Background: an optimization exercise with open tools, aiming at small area. Do not read the settings as production practice. Function was checked by simulation only, so behaviour that the tests miss may differ from the original. No driver is modelled on the clock port, so clocking that relies on it looks cheaper here than on a real chip. Power and IR drop assume default switching activity.

Setup of job 101:
==> module accumulator, before the edit <==
module accumulator #(parameter W=19, SPLIT=14)
                   (clk, reset, en, full, head, w_data, q);
	input  logic clk, reset, en, full;
	input  logic [W-1:0] head, w_data;
	output logic [23:0] q;
	logic [W-1:0] rn;    
	logic [23:0] a, b, s, c, y, sum;
	logic [24:0] cy, cy0, cy1;
	logic [23:0] sum0, sum1;
	always_ff @(posedge clk)
		rn <= ~(full ? head : '0);
	assign a = {{(24-W){rn[W-1]}}, rn};
	assign b = {{(24-W){w_data[W-1]}}, w_data};
	assign s = q ^ a ^ b;
	assign c = (q & a) | (q & b) | (a & b);
	assign y = {c[22:0], 1'b1};
	always_comb begin
		cy = '0; cy0 = '0; cy1 = '0;
		sum = '0; sum0 = '0; sum1 = '0;
		for (int i = 0; i < SPLIT; i++) begin
			sum[i]  = s[i] ^ y[i] ^ cy[i];
			cy[i+1] = (s[i] & y[i]) | (s[i] & cy[i]) | (y[i] & cy[i]);
		end
		cy0[SPLIT] = 1'b0;
		cy1[SPLIT] = 1'b1;
		for (int i = SPLIT; i < 24; i++) begin
			sum0[i]  = s[i] ^ y[i] ^ cy0[i];
			cy0[i+1] = (s[i] & y[i]) | (s[i] & cy0[i]) | (y[i] & cy0[i]);
			sum1[i]  = s[i] ^ y[i] ^ cy1[i];
			cy1[i+1] = (s[i] & y[i]) | (s[i] & cy1[i]) | (y[i] & cy1[i]);
			sum[i]   = cy[SPLIT] ? sum1[i] : sum0[i];
		end
	end
	always_ff @(posedge clk) begin
		if (reset)
			q <= 0;
		else if (en)
			q <= sum;
	end
endmodule  
clock: 10.0 ns
lec_check: 0
cap_margin: 0
core_margin: 2
core_utilization: 60
place_density: 0.72
slew_margin: 0
standard.sh (not shown) runs the stock make flow with config.mk's settings and CLKGATE_MAP_FILE= SYNTH_SCRIPT=/design/flow/synth_recipe.tcl, a recipe that flattens the netlist after the stock synthesis.
==> flow/flow/run.sh <==
#!/bin/bash
# Standard ORFS layout (the standard.sh) with smaller port buffers and a
# clock tree of small buffers without dummy loads; after CTS the leaf buffers
# whose flip-flops see a high clock slew are upsized (flow/post_cts.tcl).
set -euo pipefail
export CLK_SLEW_FIX=0.115
bash standard.sh \
  "BUFFER_PORTS_ARGS=-buffer_cell sky130_fd_sc_hd__buf_1" \
  "CTS_ARGS=-sink_clustering_enable -repair_clock_nets -dont_use_dummy_load -buf_list sky130_fd_sc_hd__clkbuf_4 -sink_clustering_size 11 -sink_clustering_max_diameter 50" \
  "POST_CTS_TCL=$PWD/flow/post_cts.tcl" \
  finish > flow_make.log 2>&1
==> flow/flow/post_cts.tcl <==
# Upsize the clock buffers that drive flip-flop clock pins with a high
# estimated slew, then legalize the placement again.
estimate_parasitics -placement
set thr [expr {[info exists ::env(CLK_SLEW_FIX)] ? $::env(CLK_SLEW_FIX) : 0.100}]
set drivers {}
foreach pin [get_pins -hierarchical */CLK] {
  if {[get_property $pin slew_max] > $thr} {
    set net [get_nets -of_objects $pin]
    foreach d [get_pins -of_objects $net -filter "direction==output"] {
      lappend drivers [get_full_name [get_cells -of_objects $d]]
    }
  }
}
set drivers [lsort -unique $drivers]
puts "clock slew fix: upsizing [llength $drivers] clock buffers"
foreach i $drivers {
  set master [get_property [get_cells $i] ref_name]
  if {$master eq "sky130_fd_sc_hd__clkbuf_4"} {
    replace_cell [get_cells $i] sky130_fd_sc_hd__clkbuf_8
  }
}
detailed_placement
check_placement -verbose
estimate_parasitics -placement
Modified inputs, job 102 compared to job 101
--- a/flow/design.v
+++ b/flow/design.v
@@ -35,9 +35,9 @@
 		end
 	end
 	assign r_data = sr[2**ADDR_WIDTH-1];
 endmodule   
-module accumulator #(parameter W=19, SPLIT=14)
+module accumulator #(parameter W=19, SPLIT=16)
                    (clk, reset, en, full, head, w_data, q);
 	input  logic clk, reset, en, full;
 	input  logic [W-1:0] head, w_data;
 	output logic [23:0] q;
Re global-route met2 utilization: job 102 is 0.18 points down on job 101.
Job 102 vs. job 101: time the final worst path needs with I/O delays and setup picked up an extra 560 ps, count of clock-buffer cells in the layout picked up an extra 1, total length of routed wires picked up an extra about 0.6%, area growth from synthesis to layout picked up an extra 0.18 points, number of distinct standard cells referenced by the synthesized netlist lost 9.
Final standard cell count with taps included and fillers excluded: job 101 vs job 102 — no meaningful difference
Total inserted antenna cells for job 102: 3 up relative to job 101
Across job 101 and job 102, none had a timing, DRC or antenna violation.
Compared with job 101, job 102 shows a lower normalized max-slew margin.
Comparing job 101 with job 102, the total power came out essentially unchanged.

[what the ideal ports hide]
The results above use ideal ports. As a check the final layouts listed here were re-extracted and re-timed, cells and wires unchanged.
Step 1 assumes that a clkbuf_16 drives the clock port and a buf_2 every other input.
Step 2 adds t to the input delays and takes it off the output delays; t is the mean of the earliest and latest rising clock arrival at the registers after step 1. Input paths then give back, and output paths get back, about the clock's delay inside the block.
a / b / c = ideal / step 1 / step 2; a / b = the first two.
| run | shift t [ns] | slack for setup (ns) | worst hold slack (ns) | worst register clock-pin slew, ns |
|---|---|---|---|---|
| job 101 | 1.021 | 0.923 / 0.958 / -0.063 | 0.349 / 0.349 / 0.349 | 0.11 / 0.11 |
| job 102 | 1.027 | 0.368 / 0.278 / -0.749 | 0.355 / 0.355 / 0.355 | 0.12 / 0.12 |
With both steps, setup timing fails in job 101 and job 102, where it was met with ideal ports. The setup slack of job 102, which loses most, moves by -0.090 ns with the drivers and by -1.117 ns with both steps.
